This is an optimization exercise on Yosys and OpenROAD, whose aim is a short achievable clock period and few clock cycles per item, not a production implementation.
Function was checked by simulation only, so behaviour that the tests miss may differ from the original.
Power figures rest on the tool's default switching activity, not on a simulated workload.

==> flow/design.v <==
`timescale 1ns / 1ps
module alu(a,b,aluctrl,o_p,zero,shift_amt,flag,shift_ctrl);
input [31:0] a,b;
input [4:0] shift_amt;
input [3:0] aluctrl;
input shift_ctrl;
output reg [31:0]o_p;
output reg zero;
output reg flag;
always@(*)
begin
flag = 1'b0;
case(aluctrl)
default :begin
o_p = 32'b0;
zero = 1'b0;
end 
4'b0000 : begin
{flag,o_p} = a + b;
zero = (o_p==32'b0);
end
4'b0001 : begin
o_p = a-b;
zero = (o_p==32'b0);
end
4'b0010 : begin
o_p = a & b;
end
4'b0011 : begin
o_p = a | b;
end
4'b0100 : begin
if(shift_ctrl==1'b0)
begin
o_p = ($signed(b)>>>shift_amt);
end
else
begin
o_p = ($signed(b)>>>a);
end
end
4'b0101 : begin
o_p = ~(a | b);
end
4'b0110 : begin 
o_p = a^b;
end
4'b0111 : begin
if(shift_ctrl==1'b0)
begin
o_p = (b<<shift_amt);
end
else
begin
o_p = (b<<a);
end
end 
4'b1000 : begin
if(shift_ctrl==1'b0)
begin
o_p = (b>>shift_amt);
end
else
begin
o_p = (b>>a);
end
end
4'b1001 : begin
o_p = ($signed(a) > $signed(b));
end
4'b1010 : begin
o_p= ($signed(a) < $signed(b));
end
4'b1011 : begin
o_p= (a==b);
end
4'b1100 : begin
o_p= (a!=b);
end
4'b1101 : begin
o_p= (a<b);
end
4'b1110 : begin
o_p= ($signed(a) <= $signed(b));
end
endcase
if(o_p==32'b0)
begin
zero = 1'b1;
end
else
begin
zero=1'b0;
end
end
endmodule
`timescale 1ns / 1ps
module decode(instr,immi,rs,rt,rd,aluselect,regdest,memwrite,regwrite,memtoreg,branch,jump,aluctrl,shift,targ_addr,offset,shift_ctrl,immidiate);
input [31:0] instr;
output reg [31:0] immi;
output reg [4:0] rs,rt,rd;
output  reg [4:0] shift;
output reg  [25:0] targ_addr;
output  reg aluselect,regdest,memwrite,regwrite,memtoreg;
output  reg [3:0] aluctrl;
output  reg branch,jump;
output reg [15:0] offset;
output reg shift_ctrl,immidiate;
always@(instr)
begin
 rs = instr[25:21];
 rt =instr[20:16];
 rd =instr[15:11];
 shift=instr[10:6];
targ_addr=instr[25:0];
immi=32'h0000;
branch = 0;
jump=0;
aluselect=1'b0;
regdest=1'b0;
memwrite=0;
regwrite=0;
memtoreg=1'b0;
aluctrl=4'b0000;
immidiate=0;
shift_ctrl=0;
offset=instr[15:0];
if(instr[15]==1)
begin
 immi={16'hFFFF,instr[15:0]};
end
else if(instr[15]==0)
begin
immi={16'h0000,instr[15:0]};
end
if(instr[31:26]==6'b000000)   
begin
branch = 0;
jump=0;
aluselect=0;
regdest=1;
memwrite=0;
regwrite=1;
memtoreg=0;
if(instr[5:0]==6'b100000)	 
begin
aluctrl=4'b0000;
end
else if(instr[5:0]==6'b100010)  
begin
aluctrl=4'b0001;
end
else if(instr[5:0]==6'b101010)  
begin
aluctrl=4'b1010;
end
else if(instr[5:0]==6'b101011)  
begin
aluctrl=4'b1101;
end
else if(instr[5:0]==6'b100100)	 
begin
aluctrl = 4'b0010;
immidiate=1;
end
else if(instr[5:0]==6'b100101)	 
begin
aluctrl = 4'b0011;
immidiate=1;
end
else if(instr[5:0]==6'b100111)		 
begin
aluctrl = 4'b0101;
end
else if(instr[5:0]==6'b100110)		 
begin
aluctrl = 4'b0110;
immidiate=1;
end
else if(instr[5:0]==6'b000000)		 
begin
if(instr[10:6]==5'b00000)				
begin
shift_ctrl=1'b1;
end
aluctrl = 4'b0111;
end
else if(instr[5:0]==6'b000010)		 
begin
if(instr[10:6]==5'b00000)
begin
shift_ctrl=1'b1;
end
aluctrl = 4'b1000;
end
else if(instr[5:0]==6'b000011)		 
begin
if(instr[10:6]==5'b00000)
begin
shift_ctrl=1'b1;
end
aluctrl = 4'b0100;
end
end
else if (instr[31:26]==6'b001000)   
begin
branch=0;
jump=0;
aluctrl=4'b0000;
aluselect=1;
regdest=0;
memwrite=0;
regwrite=1;
memtoreg=0;
end
else if(instr[31:26]==6'b001100)  
begin
branch=0;
jump=0;
aluctrl=4'b0010;
aluselect=1;
regdest=0;
memwrite=0;
regwrite=1;
memtoreg=0;
immidiate=1;
end
else if(instr[31:26]==6'b001101)  
begin
branch=0;
jump=0;
aluctrl=4'b0011;
aluselect=1;
regdest=0;
memwrite=0;
regwrite=1;
memtoreg=0;
immidiate=1;
end
else if(instr[31:26]==6'b001110)  
begin
branch=0;
jump=0;
aluctrl=4'b0110;
aluselect=1;
regdest=0;
memwrite=0;
regwrite=1;
memtoreg=0;
immidiate=1;
end
else if(instr[31:26]==6'b001010)  
begin
branch=0;
jump=0;
aluctrl=4'b1010;
aluselect=1;
regdest=0;
memwrite=0;
regwrite=1;
memtoreg=0;
end
else if(instr[31:26]==6'b001011)  
begin
branch=0;
jump=0;
aluctrl=4'b1101;
aluselect=1;
regdest=0;
memwrite=0;
regwrite=1;
memtoreg=0;
immidiate=1;
end
else if(instr[31:26]==6'b100011)  
begin
branch=0;
jump=0;
aluctrl=4'b0000;
aluselect=1;
regdest=0;
memwrite=0;
regwrite=1;
memtoreg=1;
end
else if(instr[31:26]==6'b101011)  
begin
branch=0;
jump=0;
aluctrl=4'b0000;
aluselect=1;
regdest=0;
memwrite=1;
regwrite=0;
memtoreg=0;
end
else if(instr[31:26]==6'b000100)  
begin
branch=1;
jump=0;
aluctrl=4'b0001;
aluselect=0;
regdest=0;
memwrite=0;
regwrite=0;
memtoreg=0;
end
else if(instr[31:26]==6'b000101)  
begin
branch=1;
jump=0;
aluctrl=4'b1011;
aluselect=0;
regdest=0;
memwrite=0;
regwrite=0;
memtoreg=0;
end
else if(instr[31:26]==6'b000110)  
begin
branch=1;
jump=0;
aluselect=0;
regdest=0;
memwrite=0;
regwrite=0;
memtoreg=0;
aluctrl=4'b1001;
end
else if(instr[31:26]==6'b000111)  
begin
branch=1;
jump=0;
aluselect=0;
regdest=0;
memwrite=0;
regwrite=0;
memtoreg=0;
aluctrl=4'b1110;
end
else if(instr[31:26]==6'b000010)  
begin
branch=0;
jump=1;
aluctrl=4'b0000;
aluselect=0;
regdest=0;
memwrite=0;
regwrite=0;
memtoreg=0;
end
end
endmodule
`timescale 1ns / 1ps
module exe(clk,rst,o_p,instr,retire,imem_addr,imem_data,dmem_addr,dmem_wdata,dmem_we,dmem_re,dmem_rdata);
input clk;
input rst;
output [31:0] instr;
output retire;
output reg [31:0] o_p;
output [31:0] imem_addr;
input [31:0] imem_data;
output [31:0] dmem_addr;
output [31:0] dmem_wdata;
output dmem_we;
output dmem_re;
input [31:0] dmem_rdata;
  wire branch,jump,flag,zero;
 wire [31:0] immi;
 wire [4:0] rs,rt,rd;
  wire [4:0] shift;
 wire  [25:0] targ_addr;
  wire aluselect,regdest,memwrite,regwrite,memtoreg,shift_ctrl,immidiate;
  wire [3:0] aluctrl;
 wire [15:0] offset;
reg [4:0] Rd;
wire [31:0] A;
wire [31:0] o_p_alu,o_p_mem;
wire [31:0] reg_B;
reg [31:0] B;
reg [31:0] reg_file[1:31];    
reg [31:0] pc;
wire [29:0] PC_add;
wire [29:0] PC_jump;
reg [29:0] PC_1;
reg [29:0] PC_2;
reg [31:0] instr_out;
reg valid;      
assign PC_jump = {pc[31:28],targ_addr[25:0]};
assign PC_add = pc[31:2] + 30'd1;
always@(*)
begin
if(branch == 1'b1 & zero == 1'b1)
begin
PC_1 = PC_add + {{14{offset[15]}},offset[15:0]}-1;
end
else
begin
PC_1 = PC_add;
end
end
always@(*)
begin
if(jump == 1'b1)
begin
PC_2 = PC_jump;
end
else
begin
PC_2 = PC_1;
end
end
always@(posedge clk)
begin
if(rst)
begin
instr_out <= 32'b0;
pc <= 32'b0;
valid <= 1'b0;
end
else
begin
instr_out <= imem_data;
valid <= 1'b1;
pc[31:0] <= {PC_2,{2{1'b0}}};
end
end
assign imem_addr = pc;
assign instr = instr_out;
assign retire = valid & ~rst;
decode modu(instr,immi,rs,rt,rd,aluselect,regdest,memwrite,regwrite,memtoreg,branch,jump,aluctrl,shift,targ_addr,offset,shift_ctrl,immidiate);
assign A = (rs == 5'd0) ? 32'b0 : reg_file[rs];
assign reg_B = (rt == 5'd0) ? 32'b0 : reg_file[rt];
always@(*)
begin
if(regdest==1)
begin
Rd=rd;
end
else
begin
Rd=rt;
end
if(aluselect==1)
begin
if(immidiate==0)
begin
B=immi;
end
else
begin
B={16'b0,offset};
end
end
else
begin
B=reg_B;
end
end
alu g1(A,B,aluctrl,o_p_alu,zero,shift,flag,shift_ctrl);
assign o_p_mem = dmem_rdata;
assign dmem_addr = o_p_alu;
assign dmem_wdata = reg_B;
assign dmem_we = memwrite & ~rst;
assign dmem_re = regwrite & memtoreg & ~rst;
always@(posedge clk)
begin
if(rst)
begin
o_p <= 32'b0;
end
else
begin
if(regwrite==1 && memtoreg==0)
begin
o_p <= o_p_alu;
end
if(regwrite==1 && memtoreg==1)
begin
o_p <= o_p_mem;
end
if(memwrite==1)
begin
o_p <= reg_B;
end
end
end
always@(posedge clk)
begin
if(!rst && regwrite==1 && Rd != 5'd0)
begin
if(memtoreg==0)
reg_file[Rd] <= o_p_alu;
else
reg_file[Rd] <= o_p_mem;
end
end
endmodule
==> flow/run.sh <==
#!/bin/bash
# synth_recipe.tcl (not shown) runs the flow's synth.tcl, then flattens the netlist and writes it again
# the make line also repeats each setting of config.mk as NAME=value (left out here)
make -C /OpenROAD-flow-scripts/flow DESIGN_CONFIG=/design/flow/config.mk WORK_HOME=/design/flow/orfs CLKGATE_MAP_FILE= SYNTH_SCRIPT=/design/flow/synth_recipe.tcl finish
==> flow/config.mk <==
export PLATFORM = sky130hd
export DESIGN_NAME = exe
export DESIGN_NICKNAME = exe
export VERILOG_FILES = /design/flow/design.v
export SDC_FILE = /design/flow/constraint.sdc
export NUM_CORES = 8
export LEC_CHECK = 0
export CAP_MARGIN = 20
export CORE_MARGIN = 2
export CORE_UTILIZATION = 40
export SETUP_SLACK_MARGIN = 2.0
export SLEW_MARGIN = 20
==> flow/constraint.sdc <==
create_clock -name core_clock -period 8.5 [get_ports {clk}]
set_input_delay 1.7000 -clock core_clock [delete_from_list [all_inputs] [get_ports {clk}]]
set_output_delay 1.7000 -clock core_clock [all_outputs]
set_load 0.01 [all_outputs]
==> summary.txt <==
==> layer usage <==
layer | GRT usage, % | part of all wire, % | up-vias
li1 | - | - | 22800
met1 | 46.8 | 35 | 28400
met2 | 58.8 | 43 | 4297
met3 | 9.79 | 12 | 1229
met4 | 29.9 | 9.5 | 10
met5 | 0 | 0.031 | -
==> worst paths after layout <==
path | start | depth (start not counted) | slack, ns | endpoint
min reg2reg | o_p[17] | 2 | 0.51 | o_p[17]
max | instr_out[19] | 26 | 0.46 | dmem_addr[28]
max reg2reg | instr_out[19] | 34 | 0.99 | pc[25]
min | o_p[17] | 2 | 0.51 | o_p[17]
==> registers in the layout, indices dropped and copies added, names as in the netlist <==
register / cells
o_p: 32
reg_file: 992
instr_out: 32
pc: 30
valid: 1
==> per-stage QoR <==
| stage | setup slack (ns) | std cells |
|---|---|---|
| floorplan | 1.91 | 5224 |
| global placement | 0.172 | 7939 |
| detailed placement | 0.113 | 7939 |
| CTS | 0.528 | 8331 |
| global route | 0.330 | 8422 |
| finish | 0.463 | 8431 |
==> cell families after synthesis <==
kind of cell	synth area share, %
AOI/OAI and AO/OA	14.7
and+or+nand+nor	8.65
DFF	49.1
muxes	19.2
buffers and inverters	4.45
adders and majority gates	3.08
xor gates and xnor gates	0.827
other	0.00581
==> cell usage in the layout (no fill, tap or decap), types with 94 or more instances in the layout <==
master / synthesis / final
clkbuf_16: 0 / 123
o22ai_1: 105 / 99
inv_1: 191 / 186
nor2_1: 336 / 283
mux4_2: 298 / 298
buf_6: 41 / 94
edfxtp_1: 992 / 992
o21ai_0: 194 / 144
nand2_1: 246 / 228
clkdlybuf4s50_1: 0 / 193
buf_4: 57 / 787
ha_1: 154 / 135
a21oi_1: 238 / 182
mux2_2: 138 / 129
mux2i_1: 393 / 383
o211ai_1: 112 / 112
==> area by class of cell <==
cell class	instances	area, sq um
Clock buffer	144	3120
Multi-Input combinational cell	3553	33100
Antenna cell	12	30.0
Clock inverter	76	925
Tap cell	2160	2700
Sequential cell	1087	31700
Inverter	198	758
Fill cell	13700	76500
Timing Repair Buffer	1201	11500
==> repair_timing <==
item,CTS,global route
gates cloned,19,6
gates resized for setup,419,385
hold buffers,0,0
buffers inserted,153,81
pin swaps,107,125
endpoints found under the setup margin,701,335
==> power by group through the flow <==
| stage | Sequential (mW) | Combinational, mW | Clock (mW) |
|---|---|---|---|
| CTS | 6.66 | 5.81 | 5.42 |
| global route | 6.66 | 6.59 | 5.63 |
| finish | 6.66 | 6.41 | 5.41 |
| floorplan | 6.76 | 2.52 | 0 |
| detailed placement | 6.78 | 5.36 | 0 |
| global placement | 6.77 | 5.34 | 0 |
==> worst max-delay path, stage by stage, from the launching register on <==
cell and delay [ns]:
dfxtp_2 0.46, buf_12 0.22, nor2b_4 0.24, buf_4 0.27, buf_4 0.35, and2_1 0.21
a211oi_2 0.06, buf_4 0.16, a211oi_4 0.36, a21o_1 0.19, inv_1 0.07, ha_2 0.41
nand4_1 0.12, buf_6 0.16, nor3_4 0.29, a211oi_4 0.10, o21ai_2 0.16, buf_4 0.14
a31oi_4 0.08, o31a_1 0.30, o221ai_2 0.23, buf_4 0.16, a2bb2oi_2 0.12, mux2i_1 0.09
buf_4 0.17, a211o_4 0.31, buf_6 0.13
==> impl_metrics.env <==
export IMPL_crit_required_ns=6.80
export IMPL_h_tree_depth=3
export IMPL_grt_use_total_pct=38.6
export IMPL_place_congestion=1.06
export IMPL_synth_cell_area_sq_mm=0.0646
export IMPL_setup_violations=0
export IMPL_die_w_um=406
export IMPL_synth_cells=5223
export IMPL_grt_pass1_wl_um=439000
export IMPL_synth_top_area_share_pct=46.1
export IMPL_min_period_ns=8.04
export IMPL_design_area_sq_mm=0.0838
export IMPL_hold_path_class="flip-flop to flip-flop"
export IMPL_vias_per_cell=6.72
export IMPL_crit_arrival_ns=6.34
export IMPL_combPwrFrac_pct=34.7
export IMPL_clkPwrFrac_pct=29.3
export IMPL_finalNetCount=6380
export IMPL_fin_crit_sh_pct=94.6
export IMPL_yosysMostFrequentCell="edfxtp_1"
export IMPL_cts_root_buf="clkbuf_16"
export IMPL_synth_ff_type="edfxtp_1"
export IMPL_p_int_mw=12.1
export IMPL_finClkSkew_ns=0.0609
export IMPL_layout_drive_gt1_share_pct=34.7
export IMPL_ys_warn_count=3
export IMPL_cts_buffer_depth=3
export IMPL_dpl_cell_area_sq_mm=0.0742
export IMPL_start_util_pct=40.3
export IMPL_critical_path_max_fanout=19
export IMPL_leakage_nw=29.6
export IMPL_drt_iter0_drc=8489
export IMPL_antenna_found_initial=16
export IMPL_overflow=0
export IMPL_end_kind="primary output"
export IMPL_cts_made_buffers=116
export IMPL_syn_to_final_growth_pct=29.8
export IMPL_worstMarginPinSlew_ns=1.35
export IMPL_fmax_mhz=124
export IMPL_grt_max_degree=60
export IMPL_cts_sinks=1087
export IMPL_ios=229
export IMPL_relSlewSlack_pct=9.48
export IMPL_async_flop_share_pct=0
export IMPL_core_area_sq_mm=0.160
export IMPL_cts_tree="done"
export IMPL_synth_edf_count=992
export IMPL_synthTopCellsByCount="edfxtp_1, mux2i_1, nor2_1"
export IMPL_p_per_area_mw_per_mm2=220
export IMPL_rsz0062_at_grt="yes"
export IMPL_p_total_mw=18.5
export IMPL_ys_ff_latch=1087
export IMPL_grt_pass1_vias=54000
export IMPL_maxCapViolations=0
export IMPL_fin_util_pct=52.3
export IMPL_synth_avg_cell_area_sq_um=12.4
export IMPL_via_count=56600
export IMPL_worst_hold_slack_ns=0.511
export IMPL_power_frac_seq_pct=36.0
export IMPL_seq_area_frac_synth_pct=49.1
export IMPL_wl_um=328000
export IMPL_synth_area_top_cells="edfxtp_1, mux4_2, mux2i_1, ha_1, dfxtp_1"
export IMPL_path_clk_slew_ns=0.06
export IMPL_die_area_sq_mm=0.165
export IMPL_drv_slew=0
export IMPL_drtAntennaViolNets=0
export IMPL_rows=147
export IMPL_netSwitchingPower_mw=6.35
export IMPL_detailed_place_hpwl_um=228000
export IMPL_synth_cell_type_count=115
export IMPL_drt_wirelength_per_cell_um=38.9
export IMPL_critPathLaunchType="flip-flop"
export IMPL_fin_tns_setup_ns=0
export IMPL_finalHoldViolCount=0
export IMPL_fp_dieH_um=406
export IMPL_synth_area_leader_cell="edfxtp_1"
export IMPL_worstSkewPairLatency_ns=0.78
export IMPL_port_buffers=226
export IMPL_status="finished clean"
export IMPL_crit_type="flip-flop to primary output"
export IMPL_drc=0
export IMPL_drt_first_pass_iters=9
export IMPL_ir_worst_vdd_uv=181
export IMPL_sw_frac_of_total_pct=34.4
Testbench counts, summed over its fixed seeds: cycles 33,831, instrs 33,735.

[what the ideal ports hide]
The results above use ideal ports. As a check the final layout listed here was re-extracted and re-timed, cells and wires unchanged.
Step 1 sets driving cells, clkbuf_16 on the clock port and buf_2 on the other inputs (assumed; they add their load-dependent delay and slew).
Step 2, shift: input delay + t, output delay - t, t = (earliest + latest rising clock arrival at the registers) / 2. This alone moves slack from input paths to output paths.
a / b / c = ideal ports / drivers / drivers and shift; a / b = the first two.
shift t [ns]: 0.838
slack for setup (ns): 0.463 / 0.375 / 0.993
worst hold slack (ns): 0.511 / 0.511 / 0.511
latest minus earliest clock arrival (ns): 0.061 / 0.061
cell pins on the clock port's net: 1
After both steps setup and hold are still met in this run. For this run, drivers alone change the setup slack by -0.088 ns; drivers and shift together by +0.530 ns.
